This design comes from an exercise in tuning for small area on the open sky130 flow, not from production work. The RTL was checked by simulation tests, not by an equivalence proof against the original design. Power and IR drop assume default switching activity.

==> flow/design.v (outline; a module is shown in full before it is edited, if it fits) <==
// module uart_tx: 99 lines
// module uart_rx: 107 lines
// module i2c_master: 218 lines
// module spi_master: 115 lines
// module dsmod: 62 lines
// module rc_add: 23 lines
// module rc_inc: 19 lines
// module rc_dec: 16 lines
// module rc_geu: 17 lines
// module csi_add: 29 lines
// module cordic_iterative: 79 lines
// module lo_gen: 99 lines
// module freq_generator: 149 lines
// module memory: 380 lines
// module regs: 18 lines
// module alu: 159 lines
// module control: 204 lines
// module instructioncounter: 31 lines
// module csr: 94 lines
// module imm_gen: 18 lines
// module cpu: 256 lines
module cpu #(
    parameter int CLK_FREQ = 12_000_000,
    parameter int BAUD = 115_200
) (
    input logic clk,
    input logic reset,  
    input  logic so,
    output logic si,
    output logic sclk,
    output logic sram_ce,
    input  logic sda_i,
    output logic sda_o,
    output logic sda_oe,
    output logic scl,
    input  logic rx,
    output logic tx,
    input  logic [3:0] gpio_in,   
    output logic [3:0] gpio_out,
    output logic cos_ds,
    output logic cos_ds_n,
    output logic sin_ds,
    output logic sin_ds_n,
    output logic lo_i,
    output logic lo_q,
    output logic lo_ix,
    output logic lo_qx
);
  // ...
==> flow/run.sh <==
#!/bin/bash
# synth_recipe.tcl (not shown) runs the flow's synth.tcl, then flattens the netlist and writes it again
# the make line also repeats each setting of config.mk as NAME=value (left out here)
make -C /OpenROAD-flow-scripts/flow DESIGN_CONFIG=/design/flow/config.mk WORK_HOME=/design/flow/orfs CLKGATE_MAP_FILE= SYNTH_SCRIPT=/design/flow/synth_recipe.tcl finish
==> flow/config.mk <==
export PLATFORM = sky130hd
export DESIGN_NAME = cpu
export DESIGN_NICKNAME = cpu
export VERILOG_FILES = /design/flow/design.v
export SDC_FILE = /design/flow/constraint.sdc
export NUM_CORES = 4
export LEC_CHECK = 0
export ABC_AREA = 1
export CAP_MARGIN = 20
export CORE_MARGIN = 2
export CORE_UTILIZATION = 40
export CTS_CLUSTER_DIAMETER = 100
export CTS_CLUSTER_SIZE = 20
export SLEW_MARGIN = 20
==> flow/constraint.sdc <==
create_clock -name core_clock -period 12.0 [get_ports {clk}]
set_input_delay 2.4000 -clock core_clock [delete_from_list [all_inputs] [get_ports {clk}]]
set_output_delay 2.4000 -clock core_clock [all_outputs]
set_load 0.01 [all_outputs]
==> qor.yml, run 1 <==
outcome: "timing/DRC/antenna clean"
critical_path_cell_count: 51
worstMarginPinSlew_ns: 1.25
met2_usage: 0.454
reg2reg_to: "rd_alu[24]"
grt_pass1_vias: 80000
viasPerCell: 5.60
grt_setup_unrepaired: "no"
hpwl_mm: 275
hold_path_depth: 0
cts_setup_buffers: 0
muxShareOfSynthArea: 0.00262
endpoint: "rd_alu[24]"
cp-end-kind: "flop"
dr_wl_met2_mm: 167
hold_path_end: "memory_i.i2c_master.sda_i_sync1"
async_flop_share: 0
nClkBuffers: 144
first_pass_iters: 6
largest_reg_flops: 480
die_y_um: 504
cp_max_fo: 11
antenna_found_initial: 14
min_path_type: "flop to flop"
grt_pass1_wl_mm: 540
rows: 183
drive_gt1_frac: 0.0624
slew_violations: 0
power_density_nw_per_um2: 156
==> inputs of run 2 (changes only) <==
--- a/flow/config.mk
+++ b/flow/config.mk
@@ -8,7 +8,7 @@
 export ABC_AREA = 1
 export CAP_MARGIN = 20
 export CORE_MARGIN = 2
-export CORE_UTILIZATION = 40
+export CORE_UTILIZATION = 50
 export CTS_CLUSTER_DIAMETER = 100
 export CTS_CLUSTER_SIZE = 20
 export SLEW_MARGIN = 20
==> run 2 against run 1 <==
Highest routed layer unchanged. Largest cell class unchanged. Critical path depth rose by 2. Global-route usage up 6.7 points. First-iteration DRC count up 9.0%. Register-to-register slack better by 0.13 ns. Clock power down 2%. Critical path type unchanged. Worst setup slack gained 0.13 ns. Still clean on timing, DRC and antenna. Utilization up 11 points. Sequential power about the same.
==> qor.yml, run 2 <==
cp-end-kind: "flop"
yosysWarnings: 16
largestRegisters: "regs.registers (480), memory_i.mtime (64), memory_i.mtimecmp (64)"
worstMarginPinSlew_ns: 1.16  # -0.0865 ns
slew_violations: 0  # unchanged
cts_tree: "done"
crit_required_ns: 12.53
power_frac_comb: 0.356
start_kind: "flop"
grt_max_degree: 121
numPortBuffers: 27
cts_inserted_buffers: 105
finalClockSkew_ns: 0.0616
yosysTopAreaCell: "edfxtp_1"
power.leakage_nw: 44.7
ant_nets: 0
start_util: 0.501
grt_setup_unrepaired: "yes"
postPlaceCellArea_sq_um: 104000
core_sq_um: 199000
p_int_mw: 10.3
area_delta_synth_final_pct: 8.02
final_cell_mix: "2323 x nand2_1, 1508 x inv_1, 928 x o21ai_0"
setup_violations: 0
syn-num-nets: 12200
synth_area_sq_um: 99800
final_period_minus_worst_setup_slack_ns: 11.38
fmax_ghz: 0.0879
antenna_found_initial: 14  # unchanged
rows: 164  # -10%
p_sw_frac: 0.391
drive_gt1_frac: 0.0650  # +0.00263
die-area_sq_um: 203000
layoutNonFillerInstCount: 14100
h-tree-depth: 3
critPathMostFrequentCell: "fa_1"
place_inst: 13900
ios: 28
utilization: 0.542
hpwl_mm: 275  # -0.12%
outcome: "timing/DRC/antenna clean"
clockBufferDepth: 3
hold_viol: 0
period_share: 0.948
synth-seq-area-share: 0.440
max_stage_delay_ns: 0.42
clock-root-buffer: "clkbuf_16"
ir_worst_vdd_mv: 0.144
maxSlewHeadroom: 0.219
drv_cap: 0
synthFlopType: "edfxtp_1"
path_class: "flop to flop"
hold_buffers: 0
power_density_nw_per_um2: 156  # +0.15%
route.detailed.drc: 0
largest_reg_flops: 480  # unchanged
top_register: "regs.registers"
clk_pin_slew_ns: 0.09
net-switching-power_mw: 6.60
pre_cts_slack_ns: 0.203
synth_area_leaders: "edfxtp_1 28%, dfxtp_1 16%, fa_1 11%, nand2_1 8.8%, inv_1 5.7%"
wl_per_cell_um: 26.1
final_common_cell: "nand2_1"
synth-seq-cells: 1731
min_path_type: "flop to flop"
r2r_cells: 53
critical_path_arrival_ns: 11.91
cp_max_fo: 11  # unchanged
async_flop_share: 0  # unchanged
yosysMostFrequentCell: "nand2_1"
first_pass_iters: 7  # +1
vias: 82900
p_clk_frac: 0.232
total_power_mw: 16.9
critPathSlowestCell: "fa_1"
layout_setup_ws_ns: 0.624
track_usage: 0.355
synth.top_cell.area_share: 0.277
power_frac_seq: 0.413
cts_sinks: 1731
design_area_sq_um: 108000
synthCells: 11400
gp_congestion: 1.07
dr.first_iter.drc_count: 10100
grt-ovfl-total: 0
nets: 12200
dieWidth_um: 451
insertion_delay_ns: 0.83
viasPerCell: 5.89  # +5.1%
grt_pass1_wl_mm: 537  # -0.58%
die_y_um: 451  # -10%
synth_cell_types: 75
grt_pass1_vias: 80200  # +0.18%
drt_wl_total_mm: 367
synth_edf_count: 922
synth.avg_cell_area_sq_um: 8.78
hold_path_depth: 0  # unchanged
synth_common_cells: "2330 x nand2_1, 1515 x inv_1, 963 x o21ai_0, 922 x edfxtp_1, 886 x nor2_1"
==> run 2: cell counts after synthesis <==
Identical to the previous run, type by type.
==> run 2: kinds of logic (layout without fill, tap and decap cells) <==
kind of cell,count (synthesis),in the layout,share of synthesized area
AO/OA/AOI/OAI,2141,2141,0.127
XOR/XNOR,244,244,0.0214
adder cells (fa/ha/maj),864,864,0.148
buffers and inverters,2071,2109,0.0800
flip-flops,1731,1731,0.440
multiplexers,26,26,0.00262
other,0,10,0
AND/OR/NAND/NOR,4293,4293,0.181
==> run 2: repair_timing <==
item                                    in CTS  in global routing
endpoints found under the setup margin       0                 73
buffers inserted                             0                 21
resized for setup                            0                 55
==> run 2: cell type report <==
cell class / instances / area, sq um
Fill cell: 18300 / 91200
Multi-Input combinational cell: 7568 / 48500
Sequential cell: 1731 / 43900
Timing Repair Buffer: 365 / 2930
Inverter: 1570 / 5910
Clock inverter: 28 / 433
Tap cell: 2656 / 3320
Antenna cell: 10 / 25.0
Timing Repair inverter: 1 / 7.51
Clock buffer: 145 / 2810
==> run 2: path summary, 6_finish.rpt <==
kind	from	to	slack, ns
min	memory_i.i2c_master.sda_i_sync0	memory_i.i2c_master.sda_i_sync1	0.33
min reg2reg	memory_i.i2c_master.sda_i_sync0	memory_i.i2c_master.sda_i_sync1	0.33
max reg2reg	control_i.state_q[2]	rd_alu[24]	0.62
max	control_i.state_q[2]	rd_alu[24]	0.62
==> run 2: per-layer routing <==
metal	vias up	global-route usage	share of wire
met2	3967	0.560	0.45
met3	794	0.0669	0.093
met4	12	0.168	0.056
met5	-	0	0.00023
met1	40400	0.473	0.40
li1	37700	-	-
==> run 2: metrics by stage <==
step	hold slack [ns]	setup TNS, ns
after floorplan	0.310	0
after global placement	0.313	0
after detailed placement	0.319	0
after CTS	0.336	0
after global routing	0.342	-0.0509
final	0.335	0
==> run 2: power by group through the flow <==
stage | clock (mW) | combinational (mW) | sequential [mW]
2_1_floorplan | 0.00104 | 3.75 | 6.96
4_1_cts | 3.97 | 5.84 | 6.95
3_3_place_gp | 0.00104 | 5.74 | 7.08
6_report | 3.91 | 6.00 | 6.97
5_1_grt | 4.17 | 6.58 | 6.99
3_5_place_dp | 0.00104 | 5.79 | 7.09
==> run 2: critical path: cells and delay by family, from the launching register on <==
| kind | cells | cell delay [ns] |
|---|---|---|
| buf+inv | 7 | 0.75 |
| fa+ha+maj | 16 | 6.38 |
| simple gates | 26 | 3.00 |
| flops | 1 | 0.40 |
| compound gates | 4 | 0.53 |
==> module dsmod, before the edit <==
module dsmod (
	input  wire			i_clk,
	input  wire			i_ena_mod,
	input  wire			i_load_pre,		 
	input  wire [29:0]	i_data,
	input  wire [29:0]	i_data_nxt,		 
	input  wire			i_mode,			 
	input  wire [1:0]	i_osr,			 
	output wire			o_ds
);
	reg  [29:0] data_pre_r;
	reg  [29:0] diff_r;				 
	reg  [37:0] data_interp_r;
	reg  [41:0] accu2_r;
	reg  [41:0] accu3_r;
	assign o_ds = i_mode ? ~accu3_r[41] : ~accu2_r[39];
	wire [29:0] pre_nxt_w = !i_ena_mod ? 30'b0 : (i_load_pre ? i_data : data_pre_r);
	wire [29:0] diff_nxt_w;
	csi_add #(.W(30), .U(14)) u_diff (.a(i_data_nxt), .b(~pre_nxt_w), .ci(1'b1), .s(diff_nxt_w), .co(), .c_msb());
	reg  [37:0] data_step_w;
	always @(*) begin
		case (i_osr)
			2'd0:    data_step_w = {{5{diff_r[29]}}, diff_r, 3'b0};
			2'd1:    data_step_w = {{6{diff_r[29]}}, diff_r, 2'b0};
			2'd2:    data_step_w = {{7{diff_r[29]}}, diff_r, 1'b0};
			default: data_step_w = {{8{diff_r[29]}}, diff_r};
		endcase
	end
	wire [37:0] interp_nxt_w;
	csi_add #(.W(38), .U(19)) u_interp (.a(data_interp_r), .b(data_step_w), .ci(1'b0), .s(interp_nxt_w), .co(), .c_msb());
	wire [41:0] in_ext_w = {{4{data_interp_r[37]}}, data_interp_r};
	wire [4:0] a2_hi_w;
	rc_add #(.W(5)) u_acc2_fb (.a(accu2_r[41:37]), .b({{4{o_ds}}, 1'b1}), .ci(1'b0), .s(a2_hi_w), .co(), .c_msb());
	wire [41:0] accu2_nxt_w;
	csi_add #(.W(42), .U(22)) u_acc2 (.a({a2_hi_w, accu2_r[36:0]}), .b(in_ext_w), .ci(1'b0), .s(accu2_nxt_w), .co(), .c_msb());
	wire [3:0] a3_hi_w;
	rc_add #(.W(4)) u_acc3_fb (.a(accu3_r[41:38]), .b({{3{o_ds}}, 1'b1}), .ci(1'b0), .s(a3_hi_w), .co(), .c_msb());
	wire [41:0] a3_w = {a3_hi_w, accu3_r[37:0]};
	wire [41:0] cs_s_w, cs_c_w;
	genvar i;
	generate
		for (i = 0; i < 42; i = i + 1) begin : g_csa
			assign cs_s_w[i] = a3_w[i] ^ accu2_r[i] ^ in_ext_w[i];
			assign cs_c_w[i] = (a3_w[i] & accu2_r[i]) | (in_ext_w[i] & (a3_w[i] ^ accu2_r[i]));
		end
	endgenerate
	wire [41:0] accu3_nxt_w;
	csi_add #(.W(42), .U(21)) u_acc3 (.a(cs_s_w), .b({cs_c_w[40:0], 1'b0}), .ci(1'b0), .s(accu3_nxt_w), .co(), .c_msb());
	always @(posedge i_clk) begin
		data_pre_r <= pre_nxt_w;
		diff_r <= diff_nxt_w;
		if (!i_ena_mod) begin
			accu2_r <= 42'b0;
			accu3_r <= 42'b0;
			data_interp_r <= 38'b0;
		end else begin
			accu2_r <= accu2_nxt_w;
			accu3_r <= accu3_nxt_w;
			data_interp_r <= interp_nxt_w;
		end
	end
endmodule  
==> module cordic_iterative, before the edit <==
module cordic_iterative (
    input  wire        clk_i,
    input  wire        rstn_i,
    input  wire        strb_data_valid_i,
    input  wire [29:0] Z_i,
    output wire [29:0] X_o,
    output wire [29:0] Y_o,
    output wire        strb_data_valid_o
);
  localparam [29:0] K_INIT = 30'b010011011011101001011110001101;
  reg  [29:0] x_r, y_r, z_r;
  reg  [ 4:0] shift_value;
  localparam [899:0] ATAN_TABLE = {
    30'b000000000000000000000000000000,
    30'b000000000000000000000000000001,
    30'b000000000000000000000000000001,
    30'b000000000000000000000000000011,
    30'b000000000000000000000000000101,
    30'b000000000000000000000000001010,
    30'b000000000000000000000000010100,
    30'b000000000000000000000000101001,
    30'b000000000000000000000001010001,
    30'b000000000000000000000010100011,
    30'b000000000000000000000101000110,
    30'b000000000000000000001010001100,
    30'b000000000000000000010100011000,
    30'b000000000000000000101000110000,
    30'b000000000000000001010001011111,
    30'b000000000000000010100010111110,
    30'b000000000000000101000101111101,
    30'b000000000000001010001011111010,
    30'b000000000000010100010111110011,
    30'b000000000000101000101111100110,
    30'b000000000001010001011111001100,
    30'b000000000010100010111110010101,
    30'b000000000101000101111100010101,
    30'b000000001010001011110110001000,
    30'b000000010100010111010111111000,
    30'b000000101000101100001101010001,
    30'b000001010001000100010001110101,
    30'b000010011111101100111000010111,
    30'b000100101110010000000101000111,
    30'b001000000000000000000000000000};
  wire [29:0] angle = (shift_value < 5'd30) ? ATAN_TABLE[shift_value*30 +: 30] : 30'd0;
  wire        dir_up = ~z_r[29];
  wire [29:0] y_shr = $signed(y_r) >>> shift_value;
  wire [29:0] x_shr = $signed(x_r) >>> shift_value;
  wire [29:0] sx, sy;
  wire        cox, cmx, coy, cmy;
  csi_add #(.W(30), .U(15)) u_x (.a(x_r), .b(y_shr ^ {30{dir_up}}), .ci(dir_up), .s(sx), .co(cox), .c_msb(cmx));
  csi_add #(.W(30), .U(15)) u_y (.a(y_r), .b(x_shr ^ {30{~dir_up}}), .ci(~dir_up), .s(sy), .co(coy), .c_msb(cmy));
  wire [29:0] dx = (cox ^ cmx) ? {x_r[29], {29{~x_r[29]}}} : sx;
  wire [29:0] dy = (coy ^ cmy) ? {y_r[29], {29{~y_r[29]}}} : sy;
  wire [29:0] dz;
  csi_add #(.W(30), .U(13)) u_z (.a(z_r), .b(angle ^ {30{dir_up}}), .ci(dir_up), .s(dz), .co(), .c_msb());
  wire z_hi = (Z_i[29:28] == 2'b01) && (Z_i[27:0] != 28'd0);   
  wire z_lo = (Z_i[29:28] == 2'b10);                            
  always @(posedge clk_i) begin
    if (strb_data_valid_i) z_r <= {z_hi ? 2'b00 : (z_lo ? 2'b11 : Z_i[29:28]), Z_i[27:0]};
    else z_r <= dz;
    if (!rstn_i) begin
      x_r <= 30'd0;
      y_r <= 30'd0;
    end else if (strb_data_valid_i) begin
      x_r <= (z_hi || z_lo) ? 30'd0 : K_INIT;
      y_r <= z_hi ? K_INIT : (z_lo ? -K_INIT : 30'd0);
    end else begin
      x_r <= dx;
      y_r <= dy;
    end
  end
  always @(posedge clk_i) begin
    if (!rstn_i || strb_data_valid_i) shift_value <= 5'd0;
    else if (shift_value != 5'd31) shift_value <= shift_value + 5'd1;
  end
  assign strb_data_valid_o = (shift_value == 5'd30);
  assign X_o = x_r;
  assign Y_o = y_r;
endmodule
==> module freq_generator, before the edit <==
module freq_generator (
    input logic        clk,
    input logic        reset_n,
    input logic [29:0] f_c,
    input logic [ 1:0] osr_level,    
    input logic [ 2:0] lo_div_sel,
    input logic        ds_mode,
    input logic        ds_invert,
    input logic start,
    output logic active,
    output logic cos_ds,
    output logic cos_ds_n,
    output logic sin_ds,
    output logic sin_ds_n,
    output logic lo_i,
    output logic lo_q,
    output logic lo_ix,
    output logic lo_qx
);
  localparam logic [7:0] CORDIC_START = 31;
  logic [ 7:0] OSR;
  logic [29:0] theta;
  logic [29:0] cosine, cosine_nxt;
  logic [29:0] sine, sine_nxt;
  logic [29:0] X_o;
  logic [29:0] Y_o;
  logic        cordic_strb_i;
  logic        cordic_strb_o;
  logic        transmission_reset_n;
  cordic_iterative cordic (
      .clk_i(clk),
      .rstn_i(transmission_reset_n),
      .strb_data_valid_i(cordic_strb_i),
      .Z_i(theta),
      .X_o(X_o),
      .Y_o(Y_o),
      .strb_data_valid_o(cordic_strb_o)
  );
  logic       mod_ena;
  logic [7:0] fetch_ctr, fetch_ctr_dec;
  rc_dec #(.W(8)) u_fetch_dec (.a(fetch_ctr), .s(fetch_ctr_dec));
  always_ff @(posedge clk) begin
    if (!mod_ena) fetch_ctr <= 8'd0;
    else fetch_ctr <= (fetch_ctr == 8'd0) ? OSR : fetch_ctr_dec;
  end
  logic load_pre;
  assign load_pre = (fetch_ctr == 8'd1);
  logic cos_o_ds;
  dsmod dsmod_cos (
      .i_clk(clk),
      .i_ena_mod(mod_ena),
      .i_load_pre(load_pre),
      .i_data(cosine),
      .i_data_nxt(cosine_nxt),
      .i_mode(ds_mode),
      .i_osr(osr_level),
      .o_ds(cos_o_ds)
  );
  assign cos_ds   = cos_o_ds ^ ds_invert;
  assign cos_ds_n = ~cos_ds;
  logic sin_o_ds;
  dsmod dsmod_sin (
      .i_clk(clk),
      .i_ena_mod(mod_ena),
      .i_load_pre(load_pre),
      .i_data(sine),
      .i_data_nxt(sine_nxt),
      .i_mode(ds_mode),
      .i_osr(osr_level),
      .o_ds(sin_o_ds)
  );
  assign sin_ds   = sin_o_ds ^ ds_invert;
  assign sin_ds_n = ~sin_ds;
  lo_gen lo_gen (
      .i_clk(clk),
      .i_enable(mod_ena),
      .i_div_sel(lo_div_sel),
      .o_lo_i(lo_i),
      .o_lo_q(lo_q),
      .o_lo_ix(lo_ix),
      .o_lo_qx(lo_qx)
  );
  typedef enum logic [1:0] {
    IDLE,
    CORDIC_ONLY,   
    DSMOD_ONLY,    
    DSMOD_CORDIC   
  } transmit_state_t;
  transmit_state_t transmit_state;
  logic [7:0] transmit_counter, transmit_counter_dec;
  rc_dec #(.W(8)) u_tc_dec (.a(transmit_counter), .s(transmit_counter_dec));
  logic [29:0] theta_nxt;
  csi_add #(.W(30), .U(9)) u_theta (.a(theta), .b(f_c), .ci(1'b0), .s(theta_nxt), .co(), .c_msb());
  assign cosine_nxt = cordic_strb_o ? X_o : cosine;
  assign sine_nxt   = cordic_strb_o ? Y_o : sine;
  always_ff @(posedge clk) begin
    transmission_reset_n <= 1;
    cosine <= cosine_nxt;
    sine   <= sine_nxt;
    if (cordic_strb_o) theta <= theta_nxt;
    case (transmit_state)
      IDLE: begin
        if (start) begin
          transmit_state <= CORDIC_ONLY;
          cordic_strb_i <= 1;
          theta <= 0;
        end
      end
      CORDIC_ONLY: begin
        cordic_strb_i <= 0;
        if (cordic_strb_o) begin
          transmit_state <= DSMOD_ONLY;
          transmit_counter <= OSR;
          mod_ena <= 1;
        end
      end
      DSMOD_ONLY: begin
        transmit_counter <= transmit_counter_dec;
        if (transmit_counter[7:5] == 3'b000) begin   
          transmit_state <= DSMOD_CORDIC;
          cordic_strb_i  <= 1;
        end
      end
      DSMOD_CORDIC: begin
        cordic_strb_i <= 0;
        if (transmit_counter == 0) begin
          transmit_counter <= OSR;
          transmit_state   <= DSMOD_ONLY;
        end else transmit_counter <= transmit_counter_dec;
      end
    endcase
    if (reset_n == 0) begin
      transmission_reset_n <= 0;
      cordic_strb_i <= 0;
      theta <= 0;
      mod_ena <= 0;
      transmit_state <= IDLE;
    end
  end
  always_comb begin
    case (osr_level)
      2'b00: OSR = 8'd31;
      2'b01: OSR = 8'd63;
      2'b10: OSR = 8'd127;
      default: OSR = 8'd255;
    endcase
  end
  assign active = (transmit_state == IDLE) ? 0 : 1;
endmodule
==> module alu, before the edit <==
module alu (
    input  logic [31:0] a,                
    input  logic [31:0] b,                
    input  logic [16:0] instruction,      
    input  logic        force_add,        
    output logic [31:0] sum,
    output logic [31:0] rd,
    output logic        illegal_instruction
);
localparam logic [6:0] OP_RTYPE = 7'b0110011;
localparam logic [6:0] OP_ITYPE = 7'b0010011;
localparam logic [6:0] OP_LUI = 7'b0110111;
localparam logic [6:0] OP_AUIPC = 7'b0010111;
localparam logic [6:0] OP_LW = 7'b0000011;
localparam logic [6:0] OP_SW = 7'b0100011;
localparam logic [6:0] OP_JALR = 7'b1100111;
localparam logic [6:0] OP_JAL = 7'b1101111;
localparam logic [6:0] OP_BRANCH = 7'b1100011;
localparam logic [6:0] OP_MRET = 7'b1110011;
localparam logic [6:0] OP_CSR = 7'b1110011;
localparam logic [6:0] FUNCT7_ADD = 7'b0000000;
localparam logic [2:0] FUNCT3_ADD = 3'b000;
localparam logic [6:0] FUNCT7_SUB = 7'b0100000;
localparam logic [2:0] FUNCT3_SUB = 3'b000;
localparam logic [6:0] FUNCT7_AND = 7'b0000000;
localparam logic [2:0] FUNCT3_AND = 3'b111;
localparam logic [6:0] FUNCT7_OR = 7'b0000000;
localparam logic [2:0] FUNCT3_OR = 3'b110;
localparam logic [6:0] FUNCT7_XOR = 7'b0000000;
localparam logic [2:0] FUNCT3_XOR = 3'b100;
localparam logic [6:0] FUNCT7_SLT = 7'b0000000;
localparam logic [2:0] FUNCT3_SLT = 3'b010;
localparam logic [6:0] FUNCT7_SLTU = 7'b0000000;
localparam logic [2:0] FUNCT3_SLTU = 3'b011;
localparam logic [6:0] FUNCT7_SRA = 7'b0100000;
localparam logic [2:0] FUNCT3_SRA = 3'b101;
localparam logic [6:0] FUNCT7_SRL = 7'b0000000;
localparam logic [2:0] FUNCT3_SRL = 3'b101;
localparam logic [6:0] FUNCT7_SLL = 7'b0000000;
localparam logic [2:0] FUNCT3_SLL = 3'b001;
localparam logic [2:0] FUNCT3_ADDI = 3'b000;
localparam logic [2:0] FUNCT3_ANDI = 3'b111;
localparam logic [2:0] FUNCT3_ORI = 3'b110;
localparam logic [2:0] FUNCT3_XORI = 3'b100;
localparam logic [2:0] FUNCT3_SLTI = 3'b010;
localparam logic [2:0] FUNCT3_SLTIU = 3'b011;
localparam logic [6:0] FUNCT7_SRAI = 7'b0100000;
localparam logic [2:0] FUNCT3_SRAI = 3'b101;
localparam logic [6:0] FUNCT7_SRLI = 7'b0000000;
localparam logic [2:0] FUNCT3_SRLI = 3'b101;
localparam logic [6:0] FUNCT7_SLLI = 7'b0000000;
localparam logic [2:0] FUNCT3_SLLI = 3'b001;
localparam logic [2:0] FUNCT3_MEM_B = 3'b000;
localparam logic [2:0] FUNCT3_MEM_H = 3'b001;
localparam logic [2:0] FUNCT3_MEM_W = 3'b010;
localparam logic [2:0] FUNCT3_LBU = 3'b100;
localparam logic [2:0] FUNCT3_LHU = 3'b101;
localparam logic [2:0] FUNCT3_BEQ = 3'b000;
localparam logic [2:0] FUNCT3_BNE = 3'b001;
localparam logic [2:0] FUNCT3_BLT = 3'b100;
localparam logic [2:0] FUNCT3_BGE = 3'b101;
localparam logic [2:0] FUNCT3_BLTU = 3'b110;
localparam logic [2:0] FUNCT3_BGEU = 3'b111;
localparam logic [6:0] FUNCT7_MRET = 7'b0011000;
localparam logic [2:0] FUNCT3_MRET = 3'b000;
localparam logic [2:0] FUNCT3_CSRW = 3'b001;
localparam logic [2:0] FUNCT3_CSRR = 3'b010;
  logic [6:0] opcode;
  logic [6:0] funct7;
  logic [2:0] funct3;
  assign opcode = instruction[6:0];
  assign funct7 = instruction[16:10];
  assign funct3 = instruction[9:7];
  logic is_op, is_opi, is_branch, is_lwsw, is_sys;
  assign is_op     = (opcode == OP_RTYPE);
  assign is_opi    = (opcode == OP_ITYPE);
  assign is_branch = (opcode == OP_BRANCH);
  assign is_lwsw   = (opcode == OP_LW) || (opcode == OP_SW);
  assign is_sys    = (opcode == OP_CSR);
  logic f7_zero, f7_alt;
  assign f7_zero = (funct7 == 7'b0000000);
  assign f7_alt  = (funct7 == 7'b0100000);
  logic op_ok, opi_ok;
  assign op_ok  = f7_zero || (f7_alt && (funct3 == 3'b000 || funct3 == 3'b101));
  assign opi_ok = (funct3 == 3'b001) ? f7_zero : (funct3 == 3'b101) ? (f7_zero || f7_alt) : 1'b1;
  always_comb begin
    illegal_instruction = 1'b1;
    case (opcode)
      OP_RTYPE:  illegal_instruction = ~op_ok;
      OP_ITYPE:  illegal_instruction = ~opi_ok;
      OP_CSR:
      illegal_instruction = ~((funct3 == FUNCT3_CSRR) || (funct3 == FUNCT3_CSRW) ||
                              (funct3 == 3'b000 && funct7 == FUNCT7_MRET));
      OP_BRANCH: illegal_instruction = (funct3[2:1] == 2'b01);
      OP_JAL, OP_JALR, OP_LUI, OP_AUIPC, OP_LW, OP_SW: illegal_instruction = 1'b0;
      default:   illegal_instruction = 1'b1;
    endcase
  end
  logic is_sub;
  assign is_sub = ~force_add & (is_branch |
                  ((is_op | is_opi) & (funct3[2:1] == 2'b01)) |
                  (is_op & (funct3 == 3'b000) & funct7[5]));
  logic carry;
  csi_add #(.W(32), .U(15)) u_add (.a(a), .b(b ^ {32{is_sub}}), .ci(is_sub), .s(sum), .co(carry), .c_msb());
  logic lt_u, lt_s, eq;
  assign lt_u = ~carry;
  assign lt_s = (a[31] ^ b[31]) ? a[31] : sum[31];
  assign eq   = (sum == 32'd0);   
  logic is_sll;
  assign is_sll = (funct3 == 3'b001);
  logic [31:0] sh_in, sh_out, sh_r;
  always_comb begin
    for (int i = 0; i < 32; i++) sh_in[i] = is_sll ? a[31-i] : a[i];
  end
  assign sh_r = $signed({funct7[5] & ~is_sll & a[31], sh_in}) >>> b[4:0];
  always_comb begin
    for (int i = 0; i < 32; i++) sh_out[i] = is_sll ? sh_r[31-i] : sh_r[i];
  end
  logic br_taken;
  always_comb begin
    case (funct3)
      3'b000:  br_taken = eq;
      3'b001:  br_taken = ~eq;
      3'b100:  br_taken = lt_s;
      3'b101:  br_taken = ~lt_s;
      3'b110:  br_taken = lt_u;
      default: br_taken = ~lt_u;
    endcase
  end
  always_comb begin
    rd = 32'b0;
    case (opcode)
      OP_RTYPE, OP_ITYPE: begin
        if (is_op ? op_ok : opi_ok) begin
          case (funct3)
            3'b000:  rd = sum;
            3'b001:  rd = sh_out;
            3'b010:  rd = {31'b0, lt_s};
            3'b011:  rd = {31'b0, lt_u};
            3'b100:  rd = a ^ b;
            3'b101:  rd = sh_out;
            3'b110:  rd = a | b;
            default: rd = a & b;
          endcase
        end
      end
      OP_LUI:   rd = b;
      OP_AUIPC: rd = sum;
      OP_LW, OP_SW: begin
        if (funct3 == 3'b000 || funct3 == 3'b001 || funct3 == 3'b010 || funct3 == 3'b100 ||
            funct3 == 3'b101)
          rd = sum;
      end
      OP_JALR: rd = {7'b0, 2'b01, sum[22:1], 1'b0};
      OP_BRANCH: rd = {7'b0, ~br_taken, 24'b0};
      default: rd = 32'b0;
    endcase
  end
endmodule
==> inputs of run 3 (changes only) <==
--- a/flow/design.v
+++ b/flow/design.v
@@ -556,7 +556,7 @@
 	assign o_ds = i_mode ? ~accu3_r[41] : ~accu2_r[39];
 	wire [29:0] pre_nxt_w = !i_ena_mod ? 30'b0 : (i_load_pre ? i_data : data_pre_r);
 	wire [29:0] diff_nxt_w;
-	csi_add #(.W(30), .U(14)) u_diff (.a(i_data_nxt), .b(~pre_nxt_w), .ci(1'b1), .s(diff_nxt_w), .co(), .c_msb());
+	csi_add #(.W(30), .U(11)) u_diff (.a(i_data_nxt), .b(~pre_nxt_w), .ci(1'b1), .s(diff_nxt_w), .co(), .c_msb());
 	reg  [37:0] data_step_w;
 	always @(*) begin
 		case (i_osr)
@@ -567,12 +567,12 @@
 		endcase
 	end
 	wire [37:0] interp_nxt_w;
-	csi_add #(.W(38), .U(19)) u_interp (.a(data_interp_r), .b(data_step_w), .ci(1'b0), .s(interp_nxt_w), .co(), .c_msb());
+	csi_add #(.W(38), .U(16)) u_interp (.a(data_interp_r), .b(data_step_w), .ci(1'b0), .s(interp_nxt_w), .co(), .c_msb());
 	wire [41:0] in_ext_w = {{4{data_interp_r[37]}}, data_interp_r};
 	wire [4:0] a2_hi_w;
 	rc_add #(.W(5)) u_acc2_fb (.a(accu2_r[41:37]), .b({{4{o_ds}}, 1'b1}), .ci(1'b0), .s(a2_hi_w), .co(), .c_msb());
 	wire [41:0] accu2_nxt_w;
-	csi_add #(.W(42), .U(22)) u_acc2 (.a({a2_hi_w, accu2_r[36:0]}), .b(in_ext_w), .ci(1'b0), .s(accu2_nxt_w), .co(), .c_msb());
+	csi_add #(.W(42), .U(19)) u_acc2 (.a({a2_hi_w, accu2_r[36:0]}), .b(in_ext_w), .ci(1'b0), .s(accu2_nxt_w), .co(), .c_msb());
 	wire [3:0] a3_hi_w;
 	rc_add #(.W(4)) u_acc3_fb (.a(accu3_r[41:38]), .b({{3{o_ds}}, 1'b1}), .ci(1'b0), .s(a3_hi_w), .co(), .c_msb());
 	wire [41:0] a3_w = {a3_hi_w, accu3_r[37:0]};
@@ -585,7 +585,7 @@
 		end
 	endgenerate
 	wire [41:0] accu3_nxt_w;
-	csi_add #(.W(42), .U(21)) u_acc3 (.a(cs_s_w), .b({cs_c_w[40:0], 1'b0}), .ci(1'b0), .s(accu3_nxt_w), .co(), .c_msb());
+	csi_add #(.W(42), .U(18)) u_acc3 (.a(cs_s_w), .b({cs_c_w[40:0], 1'b0}), .ci(1'b0), .s(accu3_nxt_w), .co(), .c_msb());
 	always @(posedge i_clk) begin
 		data_pre_r <= pre_nxt_w;
 		diff_r <= diff_nxt_w;
@@ -754,12 +754,12 @@
   wire [29:0] x_shr = $signed(x_r) >>> shift_value;
   wire [29:0] sx, sy;
   wire        cox, cmx, coy, cmy;
-  csi_add #(.W(30), .U(15)) u_x (.a(x_r), .b(y_shr ^ {30{dir_up}}), .ci(dir_up), .s(sx), .co(cox), .c_msb(cmx));
-  csi_add #(.W(30), .U(15)) u_y (.a(y_r), .b(x_shr ^ {30{~dir_up}}), .ci(~dir_up), .s(sy), .co(coy), .c_msb(cmy));
+  csi_add #(.W(30), .U(12)) u_x (.a(x_r), .b(y_shr ^ {30{dir_up}}), .ci(dir_up), .s(sx), .co(cox), .c_msb(cmx));
+  csi_add #(.W(30), .U(12)) u_y (.a(y_r), .b(x_shr ^ {30{~dir_up}}), .ci(~dir_up), .s(sy), .co(coy), .c_msb(cmy));
   wire [29:0] dx = (cox ^ cmx) ? {x_r[29], {29{~x_r[29]}}} : sx;
   wire [29:0] dy = (coy ^ cmy) ? {y_r[29], {29{~y_r[29]}}} : sy;
   wire [29:0] dz;
-  csi_add #(.W(30), .U(13)) u_z (.a(z_r), .b(angle ^ {30{dir_up}}), .ci(dir_up), .s(dz), .co(), .c_msb());
+  csi_add #(.W(30), .U(11)) u_z (.a(z_r), .b(angle ^ {30{dir_up}}), .ci(dir_up), .s(dz), .co(), .c_msb());
   wire z_hi = (Z_i[29:28] == 2'b01) && (Z_i[27:0] != 28'd0);   
   wire z_lo = (Z_i[29:28] == 2'b10);                            
   always @(posedge clk_i) begin
@@ -977,7 +977,7 @@
   logic [7:0] transmit_counter, transmit_counter_dec;
   rc_dec #(.W(8)) u_tc_dec (.a(transmit_counter), .s(transmit_counter_dec));
   logic [29:0] theta_nxt;
-  csi_add #(.W(30), .U(9)) u_theta (.a(theta), .b(f_c), .ci(1'b0), .s(theta_nxt), .co(), .c_msb());
+  csi_add #(.W(30), .U(7)) u_theta (.a(theta), .b(f_c), .ci(1'b0), .s(theta_nxt), .co(), .c_msb());
   assign cosine_nxt = cordic_strb_o ? X_o : cosine;
   assign sine_nxt   = cordic_strb_o ? Y_o : sine;
   always_ff @(posedge clk) begin
@@ -1535,7 +1535,7 @@
                   ((is_op | is_opi) & (funct3[2:1] == 2'b01)) |
                   (is_op & (funct3 == 3'b000) & funct7[5]));
   logic carry;
-  csi_add #(.W(32), .U(15)) u_add (.a(a), .b(b ^ {32{is_sub}}), .ci(is_sub), .s(sum), .co(carry), .c_msb());
+  csi_add #(.W(32), .U(13)) u_add (.a(a), .b(b ^ {32{is_sub}}), .ci(is_sub), .s(sum), .co(carry), .c_msb());
   logic lt_u, lt_s, eq;
   assign lt_u = ~carry;
   assign lt_s = (a[31] ^ b[31]) ? a[31] : sum[31];
--- a/flow/config.mk
+++ b/flow/config.mk
@@ -8,7 +8,7 @@
 export ABC_AREA = 1
 export CAP_MARGIN = 20
 export CORE_MARGIN = 2
-export CORE_UTILIZATION = 50
+export CORE_UTILIZATION = 40
 export CTS_CLUSTER_DIAMETER = 100
 export CTS_CLUSTER_SIZE = 20
 export SLEW_MARGIN = 20
==> run 3 against run 2 <==
Still clean on timing, DRC and antenna. Routed wire length shrank 3.5%. Maximum frequency shrank 1.5%. Final cell count grew 4.7%. Cell area grew 1.3%. Non-clock buffer count grew 107. Total power shrank 3.0%. Via count shrank 0.99%. Clock skew grew 0.053 ns. Critical endpoint is now rd_alu[0]. Largest power group unchanged.
==> qor.yml, run 3 <==
reg2reg_to: "rd_alu[0]"
nets: 12200  # -0.033%
cts_sinks: 1731  # unchanged
utilization: 0.444  # -0.0982
wl_per_cell_um: 24.0  # -7.9%
final_common_cell: "nand2_1"
endpoint: "rd_alu[0]"
track_usage: 0.275  # -0.0797
worstMarginPinSlew_ns: 1.26  # +0.105 ns
synthFlopType: "edfxtp_1"
power_density_nw_per_um2: 150  # -4.2%
p_sw_frac: 0.377  # -0.0139
drt_wl_total_mm: 354  # -3.5%
ios: 28  # unchanged
net-switching-power_mw: 6.18  # -6.4%
critPathMostFrequentCell: "fa_1"
final_cell_mix: "2255 x nand2_1, 1525 x inv_1, 922 x edfxtp_1"
r2r_cells: 56  # +5.7%
die-area_sq_um: 252000  # +24%
setup_violations: 0  # unchanged
syn-num-nets: 12100  # -0.94%
start_util: 0.403  # -0.0989
dieWidth_um: 502  # +11%
ir_worst_vdd_mv: 0.130  # -10%
clock-root-buffer: "clkbuf_16"
synth.top_cell.area_share: 0.279  # +0.00201
dr.first_iter.drc_count: 9103  # -10%
cp_max_fo: 8  # -3
tns_ns: 0  # unchanged
final_period_minus_worst_setup_slack_ns: 11.55  # +0.172 ns
hold_viol: 0  # unchanged
synthCells: 11300  # -1.0%
critPathSlowestCell: "fa_1"
vias: 82100  # -0.99%
synth-seq-area-share: 0.443  # +0.00319
ant_nets: 0  # unchanged
synth_area_leaders: "edfxtp_1 28%, dfxtp_1 16%, fa_1 11%, nand2_1 8.6%, inv_1 5.8%"
cp-end-kind: "flop"
grt_max_degree: 196  # +62%
drv_cap: 0  # unchanged
power.leakage_nw: 45.1  # +0.81%
critical_path_arrival_ns: 12.06  # +0.15 ns
core_sq_um: 246000  # +24%
path_class: "flop to flop"
period_share: 0.962  # +0.0143
synth_common_cells: "2268 x nand2_1, 1529 x inv_1, 953 x o21ai_0, 924 x nor2_1, 922 x edfxtp_1"
antenna_found_initial: 14  # unchanged
synth_cell_types: 78  # +4.0%
numPortBuffers: 27  # unchanged
h-tree-depth: 3  # unchanged
grt-ovfl-total: 0  # unchanged
fmax_ghz: 0.0866  # -1.5%
finalClockSkew_ns: 0.114  # +0.0525 ns
async_flop_share: 0  # unchanged
reg2reg_setup_slack_ns: 0.45  # -0.17 ns
cts_inserted_buffers: 104  # -0.95%
route.detailed.drc: 0  # unchanged
synth-seq-cells: 1731  # unchanged
first_pass_iters: 7  # unchanged
maxSlewHeadroom: 0.149  # -0.0707
insertion_delay_ns: 0.87  # +0.04 ns
cts_tree: "done"
drive_gt1_frac: 0.0795  # +0.0144
synth_edf_count: 922  # unchanged
gp_congestion: 1.06  # -1.1%
clk_pin_slew_ns: 0.10  # about the same
r2r_start: "control_i.state_q[2]"
outcome: "timing/DRC/antenna clean"
grt_pass1_wl_mm: 519  # -3.2%
rows: 182  # +11%
slew_violations: 0  # unchanged
viasPerCell: 5.57  # -5.4%
crit_start: "control_i.state_q[2]"
yosysTopAreaCell: "edfxtp_1"
hpwl_mm: 262  # -4.6%
max_stage_delay_ns: 0.41  # about the same
min_path_type: "flop to flop"
grt_pass1_vias: 78900  # -1.6%
yosysMostFrequentCell: "nand2_1"
p_clk_frac: 0.240  # +0.008
largestRegisters: "regs.registers (480), memory_i.mtime (64), memory_i.mtimecmp (64)"
area_delta_synth_final_pct: 10.2
p_int_mw: 10.2  # -0.80%
top_register: "regs.registers"
start_kind: "flop"
crit_required_ns: 12.52  # about the same
power_frac_seq: 0.421  # +0.008
yosysWarnings: 16  # unchanged
power_frac_comb: 0.340  # -0.016
largest_reg_flops: 480  # unchanged
synth.avg_cell_area_sq_um: 8.80  # +0.29%
die_y_um: 502  # +11%
synth_area_sq_um: 99100  # -0.72%
clockBufferDepth: 3  # unchanged
==> run 3: cell types whose count changed in the layout (fill, tap and decap cells not counted), sizes merged, moves of 12 or more <==
| cell | before | now |
|---|---|---|
| a22o | 83 | 70 |
| nor2 | 915 | 943 |
| a221oi | 76 | 115 |
| clkbuf | 146 | 158 |
| buf | 338 | 445 |
| nand3 | 653 | 616 |
| o221ai | 79 | 50 |
| a21oi | 490 | 443 |
| nand4 | 120 | 146 |
| nor3 | 125 | 112 |
| or2 | 49 | 36 |
| nand2 | 2347 | 2283 |
==> run 3: worst max-delay path: cells and delay by family (launching register included) <==
family                   cells  cell delay, ns
AO/OA/AOI/OAI                2            0.30
XOR/XNOR                     1            0.12
adder cells (fa/ha/maj)     17            6.49
buffers and inverters        8            0.82
flip-flops                   1            0.38
AND/OR/NAND/NOR             28            3.05
==> run 3: power by group through the flow <==
stage | clock network (mW) | logic, mW | registers (mW)
floorplan | 0.00104 | 3.43 | 6.90
global placement | 0.00104 | 5.29 | 7.00
detailed placement | 0.00104 | 5.37 | 7.01
CTS | 3.99 | 5.42 | 6.88
global route | 4.19 | 6.11 | 6.91
finish | 3.92 | 5.56 | 6.89
==> run 3: area by class of cell <==
| class | count | area, sq um |
|---|---|---|
| antenna | 8 | 20.0 |
| sequential | 1731 | 43900 |
| tap | 3312 | 4140 |
| multi-input combinational | 7445 | 48100 |
| clock buffer | 157 | 2870 |
| inverter | 1584 | 5950 |
| clock inverter | 25 | 400 |
| fill | 23900 | 137000 |
| timing repair buffer | 472 | 3820 |
==> run 3: per-stage QoR <==
step           hold WS, ns  cell area (sq um)  cells  power, mW  setup WS (ns)
2_1_floorplan        0.310              99100  11300       10.3         0.0148
3_3_place_gp         0.317             105000  14500       12.3         -0.799
3_5_place_dp         0.315             105000  14500       12.4         -0.698
4_1_cts              0.342             109000  14700       16.3         0.0183
5_1_grt              0.356             109000  14700       17.2        -0.0446
6_report             0.340             109000  14700       16.4          0.452
==> run 3: how the worst min path moves through the flow <==
stage / to / start / depth (start not counted) / slack (ns)
after detailed placement: memory_i.i2c_master.sda_i_sync1 / memory_i.i2c_master.sda_i_sync0 / 0 / 0.31
after global routing: memory_i.i2c_master.sda_i_sync1 / memory_i.i2c_master.sda_i_sync0 / 0 / 0.36
final: memory_i.i2c_master.sda_i_sync1 / memory_i.i2c_master.sda_i_sync0 / 0 / 0.34
after floorplan: memory_i.i2c_master.sda_i_sync1 / memory_i.i2c_master.sda_i_sync0 / 0 / 0.31
after CTS: memory_i.i2c_master.sda_i_sync1 / memory_i.i2c_master.sda_i_sync0 / 0 / 0.34
after global placement: memory_i.i2c_master.sda_i_sync1 / memory_i.i2c_master.sda_i_sync0 / 0 / 0.32
==> run 3: cell families (layout without fill, tap and decap cells) <==
kind of cell             after synthesis  in the layout  share of synthesized area
AO/OA/AOI/OAI                       2091           2091                      0.125
XOR/XNOR                             246            246                     0.0217
adder cells (fa/ha/maj)              864            864                      0.149
buffers and inverters               2080           2238                     0.0803
flip-flops                          1731           1731                      0.443
multiplexers                          32             32                    0.00323
other                                  0              8                          0
AND/OR/NAND/NOR                     4211           4212                      0.177
==> run 3: repair_timing <==
item | 4_1_cts | 5_1_grt
hold buffers | 0 | 0
endpoints found under the setup margin | 21 | 113
cloned | 1 | 1
pin swaps | 4 | 14
setup buffers | 1 | 4
gates resized for setup | 38 | 159
==> run 3: layer usage <==
metal	wire (um)	vias to the layer above	GRT usage
li1	-	37600	-
met1	147000	40000	0.372
met3	31800	686	0.0535
met4	19300	12	0.130
met5	69	-	0
met2	155000	3823	0.425
